What follows belongs to an exercise in optimizing a design on an open flow for small area and a short achievable clock period; a production flow would make more cautious choices.
At most, simulation tests tie the RTL to the original design; equivalence was not proved.
Only the layout flow was run in run 2; the RTL was not checked for function there.

--- flow/run.sh ---
#!/bin/bash
# synth_recipe.tcl (not shown) runs the flow's synth.tcl, then flattens the netlist and writes it again
# the make line also repeats each setting of config.mk as NAME=value (left out here)
make -C /OpenROAD-flow-scripts/flow DESIGN_CONFIG=/design/flow/config.mk WORK_HOME=/design/flow/orfs CLKGATE_MAP_FILE= SYNTH_SCRIPT=/design/flow/synth_recipe.tcl finish
--- flow/config.mk ---
export PLATFORM = sky130hd
export DESIGN_NAME = alu_top
export DESIGN_NICKNAME = alu_top
export VERILOG_FILES = /design/flow/design.v
export SDC_FILE = /design/flow/constraint.sdc
export NUM_CORES = 4
export LEC_CHECK = 0
export CAP_MARGIN = 20
export CORE_MARGIN = 2
export CORE_UTILIZATION = 40
export SLEW_MARGIN = 20
--- flow/constraint.sdc ---
create_clock -name core_clock -period 15.0 [get_ports {clk}]
set_input_delay 3.0000 -clock core_clock [delete_from_list [all_inputs] [get_ports {clk}]]
set_output_delay 3.0000 -clock core_clock [all_outputs]
set_load 0.01 [all_outputs]
--- flow/design.v ---
`timescale 1ns / 1ps
module fulladder(
    input   A,
    input   B,
    input   Cin,
    output  S,
    output  Cout
);
    assign S	= A ^ B ^ Cin;
	assign Cout	= (A & B) | ((A ^ B) & Cin);
endmodule
`timescale 1ns / 1ps
module rca(
    input   [31 : 0] A,
    input   [31 : 0] B,
    input            Cin,
    output  [31 : 0] S,
    output           Cout
);
    logic [31 : 0] CO;
	fulladder U0 (.A(A[0 ]), .B(B[0 ]), .Cin(Cin   ), .S(S[0 ]), .Cout(CO[0 ]));
	fulladder U1 (.A(A[1 ]), .B(B[1 ]), .Cin(CO[0 ]), .S(S[1 ]), .Cout(CO[1 ]));
	fulladder U2 (.A(A[2 ]), .B(B[2 ]), .Cin(CO[1 ]), .S(S[2 ]), .Cout(CO[2 ]));
	fulladder U3 (.A(A[3 ]), .B(B[3 ]), .Cin(CO[2 ]), .S(S[3 ]), .Cout(CO[3 ]));
	fulladder U4 (.A(A[4 ]), .B(B[4 ]), .Cin(CO[3 ]), .S(S[4 ]), .Cout(CO[4 ]));
	fulladder U5 (.A(A[5 ]), .B(B[5 ]), .Cin(CO[4 ]), .S(S[5 ]), .Cout(CO[5 ]));
	fulladder U6 (.A(A[6 ]), .B(B[6 ]), .Cin(CO[5 ]), .S(S[6 ]), .Cout(CO[6 ]));
	fulladder U7 (.A(A[7 ]), .B(B[7 ]), .Cin(CO[6 ]), .S(S[7 ]), .Cout(CO[7 ]));
	fulladder U8 (.A(A[8 ]), .B(B[8 ]), .Cin(CO[7 ]), .S(S[8 ]), .Cout(CO[8 ]));
	fulladder U9 (.A(A[9 ]), .B(B[9 ]), .Cin(CO[8 ]), .S(S[9 ]), .Cout(CO[9 ]));
	fulladder U10(.A(A[10]), .B(B[10]), .Cin(CO[9 ]), .S(S[10]), .Cout(CO[10]));
	fulladder U11(.A(A[11]), .B(B[11]), .Cin(CO[10]), .S(S[11]), .Cout(CO[11]));
	fulladder U12(.A(A[12]), .B(B[12]), .Cin(CO[11]), .S(S[12]), .Cout(CO[12]));
	fulladder U13(.A(A[13]), .B(B[13]), .Cin(CO[12]), .S(S[13]), .Cout(CO[13]));
	fulladder U14(.A(A[14]), .B(B[14]), .Cin(CO[13]), .S(S[14]), .Cout(CO[14]));
	fulladder U15(.A(A[15]), .B(B[15]), .Cin(CO[14]), .S(S[15]), .Cout(CO[15]));
	fulladder U16(.A(A[16]), .B(B[16]), .Cin(CO[15]), .S(S[16]), .Cout(CO[16]));
	fulladder U17(.A(A[17]), .B(B[17]), .Cin(CO[16]), .S(S[17]), .Cout(CO[17]));
	fulladder U18(.A(A[18]), .B(B[18]), .Cin(CO[17]), .S(S[18]), .Cout(CO[18]));
	fulladder U19(.A(A[19]), .B(B[19]), .Cin(CO[18]), .S(S[19]), .Cout(CO[19]));
	fulladder U20(.A(A[20]), .B(B[20]), .Cin(CO[19]), .S(S[20]), .Cout(CO[20]));
	fulladder U21(.A(A[21]), .B(B[21]), .Cin(CO[20]), .S(S[21]), .Cout(CO[21]));
	fulladder U22(.A(A[22]), .B(B[22]), .Cin(CO[21]), .S(S[22]), .Cout(CO[22]));
	fulladder U23(.A(A[23]), .B(B[23]), .Cin(CO[22]), .S(S[23]), .Cout(CO[23]));
	fulladder U24(.A(A[24]), .B(B[24]), .Cin(CO[23]), .S(S[24]), .Cout(CO[24]));
	fulladder U25(.A(A[25]), .B(B[25]), .Cin(CO[24]), .S(S[25]), .Cout(CO[25]));
	fulladder U26(.A(A[26]), .B(B[26]), .Cin(CO[25]), .S(S[26]), .Cout(CO[26]));
	fulladder U27(.A(A[27]), .B(B[27]), .Cin(CO[26]), .S(S[27]), .Cout(CO[27]));
	fulladder U28(.A(A[28]), .B(B[28]), .Cin(CO[27]), .S(S[28]), .Cout(CO[28]));
	fulladder U29(.A(A[29]), .B(B[29]), .Cin(CO[28]), .S(S[29]), .Cout(CO[29]));
	fulladder U30(.A(A[30]), .B(B[30]), .Cin(CO[29]), .S(S[30]), .Cout(CO[30]));
	fulladder U31(.A(A[31]), .B(B[31]), .Cin(CO[30]), .S(S[31]), .Cout(CO[31]));
	assign Cout = CO[31];
endmodule
`timescale 1ns / 1ps
module alu(
    input        [31 : 0] A,
    input        [31 : 0] B,
    input        [3  : 0] aluop,
    output logic [31 : 0] alures,
    output logic          ZF,
    output logic          OF
);
    localparam	AND   =	4'b0000;
	localparam	OR    =	4'b0001;
	localparam	XOR   =	4'b0010;
	localparam	NAND  =	4'b0011;
	localparam	NOT   =	4'b0100;
	localparam	SLL   =	4'b0101;
	localparam	SRL   =	4'b0110;
	localparam	SRA   =	4'b0111;
	localparam	MULU  =	4'b1000;
	localparam	MUL   =	4'b1001;
	localparam	ADD   =	4'b1010;
	localparam	ADDU  =	4'b1011;
	localparam	SUB   =	4'b1100;
	localparam	SUBU  =	4'b1101;
	localparam	SLT   =	4'b1110;
	localparam	SLTU  =	4'b1111;
    logic [31 : 0]   A_mux, B_mux;
	logic [63 : 0]   Prod_tmp;
	logic [63 : 0]   Prod;
	assign A_mux    = (aluop == MUL) ? ((A[31]) ? (~A + 1) : A) : A;
	assign B_mux    = (aluop == MUL) ? ((B[31]) ? (~B + 1) : B) : B;
	assign Prod_tmp = A_mux * B_mux;
	assign Prod     = (aluop == MUL) ? ((A[31] ^ B[31]) ? (~Prod_tmp + 1): Prod_tmp) : Prod_tmp;
	logic 		    Sub_judge, Cout;
	logic [31 : 0] 	B_temp, S;
	assign Sub_judge = (aluop == SUB | aluop == SUBU) ? 1'b1 : 1'b0; 
	assign B_temp    = (aluop == SUB | aluop == SUBU) ? ~B : B; 
    rca U0( .A(A), .B(B_temp), .Cin(Sub_judge), .S(S), .Cout(Cout));
	always @(*) begin
		case(aluop)
			AND             : alures = { A & B };
			OR              : alures = { A | B };
			XOR             : alures = { A ^ B };
			NAND            : alures = { ~(A & B) };
			NOT             : alures = { ~A };
			SLL             : alures = { A << B[4 : 0] };
			SRL             : alures = { A >> B[4 : 0] };
			SRA             : alures = { $signed(A) >>> B[4 : 0] };
			MULU            : alures = Prod[31 : 0];
			MUL             : alures = Prod[31 : 0];
			ADD             : alures = { S };
			ADDU            : alures = { S };
			SUB             : alures = { S };
			SUBU            : alures = { S };
			SLT             : alures = ($signed(A) < $signed(B)) ? 8'b00000001 : 8'b00000000;
			SLTU            : alures = (A < B) ? 8'b00000001 : 8'b00000000;	
			default 		: alures = 8'b00000000;
		endcase
	end
	always @(*) begin
		if (!alures) ZF = 1'b1;
		else ZF = 1'b0;
		case(aluop)
			ADD: begin
                if(((!A[31] && !B[31]) && S[31]) || ((A[31] && B[31]) && (!S[31]))) OF = 1'b1;
                else OF = 1'b0;
            end
            SUB: begin
                if(((!A[31] && !B_temp[31]) && S[31]) || ((A[31] && B_temp[31]) && (!S[31]))) OF = 1'b1;
                else OF = 1'b0;
            end
            default : OF = 1'b0;
		endcase
	end
endmodule
`timescale 1ns / 1ps
module alu_top(
    input                 clk,
    input        [31 : 0] A,
    input        [31 : 0] B,
    input        [3  : 0] aluop,
    output logic [31 : 0] alures,
    output logic          ZF,
    output logic          OF
);
    logic [31 : 0] A_r, B_r;
    logic [3  : 0] aluop_r;
    logic [31 : 0] alures_w;
    logic          ZF_w, OF_w;
    always_ff @(posedge clk) begin
        A_r     <= A;
        B_r     <= B;
        aluop_r <= aluop;
    end
    alu U_alu(
        .A      (A_r),
        .B      (B_r),
        .aluop  (aluop_r),
        .alures (alures_w),
        .ZF     (ZF_w),
        .OF     (OF_w)
    );
    always_ff @(posedge clk) begin
        alures <= alures_w;
        ZF     <= ZF_w;
        OF     <= OF_w;
    end
endmodule
==> flow_metrics.tcl, run 1 <==
set metrics [dict create \
    worstPathRequired_ns 15.31 \
    io_buffers 102 \
    nets 4178 \
    gp_congestion 1.02 \
    ys_ff_latch 102 \
    finClkSkew_ns 0.0193 \
    slew-limit-headroom 0.182 \
    synth-main-ff-cell "dfxtp_1" \
    row_count 98 \
    numCtsBuffers 9 \
    die_h_um 272 \
    yosysWarnings 2 \
    syn_area_per_cell_um2 8.36 \
    antenna_left 0 \
    tightest_slew_ns 1.22 \
    die_w_um 272 \
    cts_buffer_depth 2 \
    routed_wl_mm 108 \
    post-synth-top-count-cell "inv_1" \
    grt_setup_unrepaired "no" \
    multi_input_area_mm2 0.0239 \
    grt_pass1_vias 25700 \
    clk_pin_slew_worst_paths_ns 0.08 \
    setup_viol 0 \
    netlist.area_leader.share 0.304 \
    syn_to_final_growth_pct 9.81 \
    netlist_top_cells_area "fa_1, ha_1, inv_1" \
    path_max_fanout 6 \
    hp-class "flop to flop" \
    critical_path_class "flop to flop" \
    synthTopCellsByCount "inv_1, nand2_1, fa_1" \
    crit_slowest_cell "fa_1" \
    grt_max_degree 68 \
    ctsRootBufferMaster "clkbuf_16" \
    first_iter_violations 2749 \
    status "timing/DRC/antenna clean" \
    finalHoldViolCount 0 \
    async_flop_share 0 \
    antenna_found_initial 5 \
    dp_hpwl_mm 81.8 \
    mappedNetlistArea_mm2 0.0288 \
    synth_top_area_cell "fa_1" \
    synth_fp_nets 4179 \
    period_needed_ns 14.47 \
    critPathBufInv 0 \
    crit_top_cell "fa_1" \
    drive_gt1_frac 0.0820 \
    wl_per_cell_um 24.5 \
    synthDistinctLibCells 109 \
    vias 25400 \
    insertion_delay_ns 0.41 \
    start_kind "flop" \
    remaining_drc_errors 0 \
    via_per_inst 5.77 \
    dieArea_mm2 0.0742 \
    grt_overflow 0 \
    ios 103 \
    cpPeakStageDelay_ns 0.45 \
    finalSetupTns_ns 0 \
    initial_core_util 0.404 \
    yosysSeqAreaShare 0.0709 \
    critPathCaptureType "flop" \
    period_share 0.965 \
    grt_pass1_wl_mm 164 \
    crit_family "adder cells" \
    max_cap_violations 0 \
    drt_pass1_iterations 6 \
    syn_inst 3447 \
    postCtsHoldBufs 0 \
    fill_cells 7218 \
    cts_htree_levels 3 \
    slew_viol_final 0 \
    worst_ep_arrival_time_ns 14.78 \
    cts.sinks 102 \
    coreArea_mm2 0.0714 \
    synth_edf_count 0 \
    grt_util_all_layers 0.295 \
    fmax_mhz 69.1 \
    seqCellArea_mm2 0.00205 \
    cts_tree "yes" \
]
path summary, 6_finish.rpt:
path	end	slack (ns)	depth (start not counted)	from
min	OF	0.76	2	aluop_r[3]
min reg2reg	OF	0.76	2	aluop_r[3]
max reg2reg	ZF	0.53	40	aluop_r[1]
max	ZF	0.53	40	aluop_r[1]
kinds of logic (layout without fill, tap and decap cells):
group	after synthesis	count (layout)	share of synthesized area
AOI/OAI and AO/OA	503	503	0.121
xor gates and xnor gates	188	188	0.0628
adders and majority gates	663	663	0.402
buffers and inverters	837	841	0.113
DFF	102	102	0.0709
muxes	123	123	0.0670
other	0	2	0
and+or+nand+nor	1031	1031	0.164
stage by stage:
step | setup WS, ns | std cells | hold slack (ns) | area, µm² | util
5_1_grt | 0.0416 | 4401 | 0.786 | 31600 | 0.443
4_1_cts | 0.332 | 4400 | 0.752 | 31600 | 0.443
2_1_floorplan | 0.0141 | 3447 | 0.644 | 28900 | -
6_report | 0.531 | 4403 | 0.757 | 31600 | 0.443
3_5_place_dp | 0.342 | 4384 | 0.753 | 31300 | 0.438
3_3_place_gp | 0.387 | 4384 | 0.756 | 31300 | 0.438
what timing repair did:
action / in CTS / in global routing
setup endpoints to repair: 0 / 1
setup buffers: 0 / 0
resized for setup: 0 / 4
tightest hold or removal path, cell delays in order, from the launching register on:
cell	delay [ns]
dfxtp_1	0.31
buf_4	0.21
and3_1	0.19
per-layer routing:
metal	routed length (µm)	up-vias	global-route usage	share of wire
li1	-	11100	-	-
met1	43900	12800	0.395	0.41
met2	48000	1284	0.460	0.45
met3	9860	259	0.0530	0.092
met4	5920	2	0.144	0.055
met5	16	-	0	0.00015
layout make-up:
type | count | share of cell area
Sequential cell | 102 | 0.0649
Inverter | 616 | 0.0731
Timing Repair Buffer | 209 | 0.0583
Clock inverter | 7 | 0.00289
Multi-Input combinational cell | 2508 | 0.756
Tap cell | 950 | 0.0376
Clock buffer | 9 | 0.00712
Antenna cell | 2 | 0.000158
flip-flops by register name (all words and copies together), names as in the netlist:
signal   flops
A_r         32
B_r         32
aluop_r      4
alures      32
OF           1
ZF           1
layout by cell type, fill, tap and decap left out, types with 53 or more instances in the layout:
cell type and instances:
inv_1 610, a21oi_1 106, and2_1 75, dfxtp_1 98
clkdlybuf4s50_1 102, fa_1 426, nand2_1 506, buf_4 106
nand3_1 53, nor2_1 208, o21ai_0 76, ha_1 225
xnor2_1 128
==> run 2, diff against run 1 <==
==> flow/design.v (replaced) <==
`timescale 1ns / 1ps
module alu(
    input        [31 : 0] A,
    input        [31 : 0] B,
    input        [3  : 0] aluop,
    output logic [31 : 0] alures,
    output logic          ZF,
    output logic          OF
);
    logic [31 : 0] prod;
    assign prod = A * B;
    logic          sub;
    logic [31 : 0] bx, S;
    logic          cout;
    assign sub = aluop[2];
    assign bx  = B ^ {32{sub}};
    assign {cout, S} = {1'b0, A} + {1'b0, bx} + {32'b0, sub};
    logic ovf, slt, sltu;
    assign ovf  = (A[31] == bx[31]) & (S[31] != A[31]);
    assign slt  = S[31] ^ ovf;
    assign sltu = ~cout;
    logic [31 : 0] shin, shout, rev_a, rev_o;
    logic          fill;
    genvar i;
    generate for (i = 0; i < 32; i++) begin : g_rev
        assign rev_a[i] = A[31 - i];
        assign rev_o[i] = shout[31 - i];
    end endgenerate
    assign shin  = (aluop[1:0] == 2'b01) ? rev_a : A;
    assign fill  = aluop[1] & aluop[0] & A[31];
    assign shout = $signed({fill, shin}) >>> B[4:0];
    always_comb begin
        case (aluop)
            4'b0000: alures = A & B;
            4'b0001: alures = A | B;
            4'b0010: alures = A ^ B;
            4'b0011: alures = ~(A & B);
            4'b0100: alures = ~A;
            4'b0101: alures = rev_o;
            4'b0110: alures = shout;
            4'b0111: alures = shout;
            4'b1000: alures = prod;
            4'b1001: alures = prod;
            4'b1010: alures = S;
            4'b1011: alures = S;
            4'b1100: alures = S;
            4'b1101: alures = S;
            4'b1110: alures = {31'b0, slt};
            default: alures = {31'b0, sltu};
        endcase
    end
    assign ZF = (alures == 32'b0);
    assign OF = ((aluop == 4'b1010) | (aluop == 4'b1100)) & ovf;
endmodule
`timescale 1ns / 1ps
module alu_top(
    input                 clk,
    input        [31 : 0] A,
    input        [31 : 0] B,
    input        [3  : 0] aluop,
    output logic [31 : 0] alures,
    output logic          ZF,
    output logic          OF
);
    logic [31 : 0] A_r, B_r;
    logic [3  : 0] aluop_r;
    logic [31 : 0] alures_w;
    logic          ZF_w, OF_w;
    always_ff @(posedge clk) begin
        A_r     <= A;
        B_r     <= B;
        aluop_r <= aluop;
    end
    alu U_alu(
        .A      (A_r),
        .B      (B_r),
        .aluop  (aluop_r),
        .alures (alures_w),
        .ZF     (ZF_w),
        .OF     (OF_w)
    );
    always_ff @(posedge clk) begin
        alures <= alures_w;
        ZF     <= ZF_w;
        OF     <= OF_w;
    end
endmodule
==> run 2 against run 1 <==
  * Final area down 15%
  * Register-to-register slack better by 4.6 ns
  * Flip-flop and latch count unchanged
  * Area after synthesis down 15%
  * Critical path depth down 13
  * Clock skew up 0.014 ns
  * Utilization about the same
  * Die area down 14%
  * Clock-buffer cell count unchanged
  * Setup slack better by 4.6 ns
  * Highest routed layer unchanged
==> flow_metrics.tcl, run 2 <==
set metrics [dict create \
    status "timing/DRC/antenna clean" \
    row_count 90 \
    worst_ep_arrival_time_ns 10.18 \
    finalHoldViolCount 0 \
    critPathCaptureType "flop" \
    grt_setup_unrepaired "no" \
    yosysWarnings 2 \
    fin_area_mm2 0.0268 \
    cts_buffer_depth 2 \
    coreArea_mm2 0.0606 \
    worstPathRequired_ns 15.31 \
    grt_pass1_wl_mm 160 \
    remaining_drc_errors 0 \
    tightest_slew_ns 1.08 \
    slew-limit-headroom 0.269 \
    drive_gt1_frac 0.0605 \
    drt_pass1_iterations 7 \
    die_h_um 252 \
    fmax_mhz 101 \
    synthDistinctLibCells 80 \
    finalSetupTns_ns 0 \
    dp_hpwl_mm 87.0 \
    gp_congestion 0.999 \
    whs_ns 1.02 \
    via_per_inst 6.04 \
    io_buffers 102 \
    start_kind "flop" \
    grt_util_all_layers 0.351 \
    grt_max_degree 42 \
    netlist_top_cells_area "fa_1, ha_1, dfxtp_1" \
    numCtsBuffers 9 \
    cts_htree_levels 3 \
    ios 103 \
    antenna_found_initial 12 \
    synth_fp_nets 3598 \
    syn_area_per_cell_um2 8.48 \
    synth-main-ff-cell "dfxtp_1" \
    syn_to_final_growth_pct 9.04 \
    grt_pass1_vias 23100 \
    postCtsHoldBufs 0 \
    max_cap_violations 0 \
    clk_pin_slew_worst_paths_ns 0.08 \
    first_iter_violations 2843 \
    cts_setup_buffers 0 \
    die_w_um 252 \
    period_share 0.658 \
    fill_cells 6029 \
    grt_overflow 0 \
    cts.sinks 102 \
    antenna_left 0 \
    path_max_fanout 41 \
    netlist.area_leader.share 0.333 \
    mappedNetlistArea_mm2 0.0246 \
    dieArea_mm2 0.0635 \
    vias 22400 \
    dpl_cell_area_mm2 0.0265 \
    period_needed_ns 9.87 \
    ctsRootBufferMaster "clkbuf_16" \
    final_common_cell "inv_1" \
    insertion_delay_ns 0.42 \
    syn_inst 2902 \
    routed_wl_mm 110 \
    hp-class "flop to flop" \
    nets 3618 \
    ctsResizeCount 0 \
    top_regs "A_r: 32 flops, B_r: 32 flops, alures: 32 flops" \
    slew_viol_final 0 \
    post-synth-top-count-cell "inv_1" \
    synthTopCellsByCount "inv_1, fa_1, nor2_1" \
    async_flop_share 0 \
    layout_common_cells "inv_1, nor2_1, fa_1" \
    setup_viol 0 \
    ys_ff_latch 102 \
    finClkSkew_ns 0.0335 \
    cts_tree "yes" \
    yosysSeqAreaShare 0.0830 \
    initial_core_util 0.406 \
    wl_per_cell_um 29.6 \
    synth_top_area_cell "fa_1" \
    synth_edf_count 0 \
    critical_path_class "flop to flop" \
]
[run 2: changes by cell type after synthesis, sizes merged, moves of 42 or more]
cell | before | now
nand2 | 506 | 314
xnor2 | 154 | 69
inv | 611 | 457
and2 | 76 | 8
nor2 | 208 | 409
clkbuf | 162 | 120
[run 2: critical path, cell delays in order (launching register included)]
cell	delay [ns]
dfxtp_1	0.30
buf_4	0.25
inv_1	0.10
buf_4	0.50
nor2_1	0.16
fa_1	0.57
inv_1	0.05
fa_1	0.49
fa_1	0.46
fa_1	0.55
inv_1	0.05
fa_1	0.49
inv_1	0.05
fa_1	0.52
inv_1	0.07
fa_1	0.50
fa_1	0.47
ha_1	0.31
nor4_1	0.42
o21ai_0	0.14
nor4_1	0.83
o311ai_0	0.57
a21oi_1	0.40
o31ai_1	0.15
xnor2_1	0.15
o21ai_0	0.29
or4b_1	0.63
nor4b_2	0.21
[run 2: layout make-up]
class,count,area (µm²),area share
Antenna cell,6,15.0,0.000559
Clock buffer,9,225,0.00839
Clock inverter,7,73.8,0.00275
Inverter,467,1750,0.0653
Multi-Input combinational cell,2168,20200,0.752
Sequential cell,102,2050,0.0763
Tap cell,782,978,0.0365
Timing Repair Buffer,174,1560,0.0582
[run 2: cell families after synthesis]
logic type / count (synthesis) / share of synthesized area
simple gates: 881 / 0.151
xor+xnor: 128 / 0.0455
mux: 104 / 0.0612
fa+ha+maj: 627 / 0.443
buf+inv: 632 / 0.0978
flops: 102 / 0.0830
compound gates: 428 / 0.118
[run 2: layer usage]
layer,track usage,up-vias,share of wire
met4,0.174,8,0.058
met1,0.468,11300,0.40
met5,0,-,0.00048
met3,0.0793,332,0.10
met2,0.538,1411,0.44
li1,-,9435,-
[run 2: per-stage QoR]
stage,instances,setup slack [ns],util
floorplan,2902,6.02,-
global placement,3693,5.33,0.438
detailed placement,3693,5.30,0.438
CTS,3709,5.27,0.443
global route,3709,4.71,0.443
finish,3715,5.13,0.443
[run 2: worst paths after layout]
path | start | to | slack (ns) | cells after the start
setup / recovery | B_r[2] | ZF | 5.13 | 27
hold / removal | B_r[31] | OF | 1.02 | 3
setup reg to reg | B_r[2] | ZF | 5.13 | 27
hold reg to reg | B_r[31] | OF | 1.02 | 3

==> afterwards: timing with drivers on the ports <==
How much do the figures lean on ideal ports? The routed layouts below were timed once more, with nothing changed but the port constraints. Step 1 sets driving cells, clkbuf_16 on the clock port and buf_2 on the other inputs (assumed; they add their load-dependent delay and slew). Step 2 times the ports against the registers' clock, not the clock port: input delays grow and output delays shrink by t, the midpoint of the rising clock arrivals with the driver on. Three values: ideal, step 1, step 2; two values: the first two.
run	t, ns	setup slack, ns	cell pins on the clock port's net
run 1	0.450	0.531 / 0.531 / 0.531	1
run 2	0.463	5.128 / 5.128 / 5.128	1
After both steps setup and hold are still met in every run listed.
